Context: an optimization exercise on an open-source flow, tuned for small area and a short achievable clock period. The choices shown serve that exercise and are no tape-out recipe.
Where RTL was checked, it was by simulation tests only, not by an equivalence proof against the original.
Power and IR drop assume default switching activity.

Setup of run a:
## TPU_optimized
module TPU_optimized #(
    parameter DEPTH     = 4,
    parameter BIT_WIDTH = 8,
    parameter ACC_WIDTH = 24
)
(
    input clk,
    input control,
    input [(BIT_WIDTH*DEPTH)-1:0] data_arr,
    input [(BIT_WIDTH*DEPTH)-1:0] wt_arr,
    output [(ACC_WIDTH*DEPTH)-1:0] acc_out
);
    reg [11:0] sel0;
    reg [11:0] sel1;
    reg [11:0] sel2;
    reg [7:0] wr0;
    reg [9:0] w3r0;
    reg [7:0] wr1;
    reg [9:0] w3r1;
    reg [7:0] wr2;
    reg [9:0] w3r2;
    reg [7:0] wr3;
    reg [9:0] w3r3;
    reg [15:0] p3_0_0;
    reg [15:0] p3_0_1;
    reg [15:0] p3_0_2;
    reg [15:0] p3_1_0;
    reg [15:0] p3_1_1;
    reg [15:0] p3_1_2;
    reg [15:0] p3_2_0;
    reg [15:0] p3_2_1;
    reg [15:0] p3_2_2;
    reg [15:0] p3_3_0;
    reg [15:0] p3_3_1;
    reg [15:0] p3_3_2;
    reg [15:0] s1_0_0;
    reg [15:0] s1_0_1;
    reg [16:0] s2_0_0;
    reg [16:0] s2_0_1;
    reg [17:0] s3_0_0;
  ...
clock: 7.5 ns
lec_check: 0
cap_margin: 20
core_margin: 2
core_utilization: 40
cts_buf_list: sky130_fd_sc_hd__clkbuf_4 sky130_fd_sc_hd__clkbuf_8
setup_slack_margin: 3.9
slew_margin: 20
run.sh (not shown) runs the stock make flow with config.mk's settings and CLKGATE_MAP_FILE= SYNTH_SCRIPT=/design/flow/synth_recipe.tcl, a recipe that flattens the netlist after the stock synthesis.
Input changes introduced in run b (baseline for comparison: run a):
# run a
export LEC_CHECK = 0
export CAP_MARGIN = 20
export CORE_MARGIN = 2
export CORE_UTILIZATION = 40
export CTS_BUF_LIST = sky130_fd_sc_hd__clkbuf_4 sky130_fd_sc_hd__clkbuf_8
export SETUP_SLACK_MARGIN = 3.9
export SLEW_MARGIN = 20
create_clock -name core_clock -period 7.5 [get_ports {clk}]
# run b
export LEC_CHECK = 0
export CAP_MARGIN = 20
export CORE_MARGIN = 2
export CORE_UTILIZATION = 40
export SETUP_SLACK_MARGIN = 4.3
export SLEW_MARGIN = 20
create_clock -name core_clock -period 7.5 [get_ports {clk}]
[summary]
Count of vias placed by the detailed router, run b and run a, higher one = run b. Summary of run b over run a: via count of the first global-routing pass was more or less identical; number of cell instances on the worst register-to-register path was more or less identical; power share of the sequential group went down by 4.5 points; fraction of power consumed by the clock network went down by 0.7 points; largest stage delay on the critical path went down by 0.04 ns. Wire length of the first global-routing pass in run b is 2900 um above run a. Relative to run a, register share of the cell area has decreased by 1.0 points in run b. The higher worst setup slack came out of run b. On worst-case vdd ir drop, run b does worse than run a. Side by side, power density of the placed cells turned out higher in run b than in run a.
No run of this note included a check of the RTL's function; only the layout flow was run.

---

before:
TPU_optimized, a different RTL version from the one above (not shown whole).
For scale: ~3,900 cells after synthesis, about 640 flip-flops, about 160 I/O pins.
export LEC_CHECK = 0
export CAP_MARGIN = 20
export CORE_MARGIN = 2
export CORE_UTILIZATION = 40
export CTS_CLUSTER_DIAMETER = 80
export CTS_CLUSTER_SIZE = 24
export PLACE_DENSITY = 0.72
export SETUP_SLACK_MARGIN = 4.1
export SLEW_MARGIN = 20
create_clock -name core_clock -period 7.5 [get_ports {clk}]
standard.sh (not shown) runs the stock make flow with config.mk's settings and CLKGATE_MAP_FILE= SYNTH_SCRIPT=/design/flow/synth_recipe.tcl, a recipe that flattens the netlist after the stock synthesis.
==> flow/flow/run.sh <==
#!/bin/bash
# Layout flow: the standard ORFS flow (standard.sh, unchanged synthesis), with
# the port buffers that placement inserts on every input and output made
# sky130_fd_sc_hd__buf_4 instead of the resizer's default delay-buffer choice.
# Each tool's full output stays in orfs/logs/; make's own output goes to
# flow_make.log in the work folder.
set -euo pipefail
export BUFFER_PORTS_ARGS="-buffer_cell sky130_fd_sc_hd__buf_4"
bash standard.sh > flow_make.log 2>&1
#### Input delta (after over before)
- clearing PLACE_DENSITY, which used to be 0.72
- swapping 80 for 100 in CTS_CLUSTER_DIAMETER
- swapping 24 for 30 in CTS_CLUSTER_SIZE
Notes after the runs:
- Changes observed in after relative to before: required time at the endpoint of the critical path went down, critical path depth went up.
- after vs before: final critical delay including setup and external delays down
- Diff before -> after: global placement routability congestion -1.7%; length of the first detailed-routing pass in iterations -1.
- Total routing usage reported by global routing of after is on par with before.
- Met1 layer wirelength in the final routing, after vs before: up by a little under 10%
- In the reports for before and after, the larger period utilization belongs to before.
- [compare] base=before new=after: met3 usage in global routing lost 0.50 points; layout clock buffer count lost 23%.

-- re-timing with driven ports --
In the flow no input, the clock included, has a driving cell. The finished layouts below were timed again as built, in two steps. Step 1 sets driving cells, clkbuf_16 on the clock port and buf_2 on the other inputs (assumed; they add their load-dependent delay and slew). Step 2, shift: input delay + t, output delay - t, t = (earliest + latest rising clock arrival at the registers) / 2. This alone moves slack from input paths to output paths. Slacks: ideal / step 1 / step 2; pairs: ideal / step 1.
run | shift t [ns] | setup WS [ns] | worst hold slack (ns)
run a | 0.834 | 3.963 / 3.963 / 3.238 | 0.314 / 0.314 / 0.314
run b | 0.705 | 4.081 / 4.081 / 3.684 | 0.314 / 0.314 / 0.314
before | 0.685 | 4.127 / 4.127 / 3.473 | 0.333 / 0.333 / 0.333
after | 0.715 | 4.170 / 4.181 / 3.467 | 0.335 / 0.335 / 0.335
After both steps every run listed still meets setup and hold. The setup slack of run a, which loses most, moves by 0.000 ns with the drivers and by -0.725 ns with both steps.
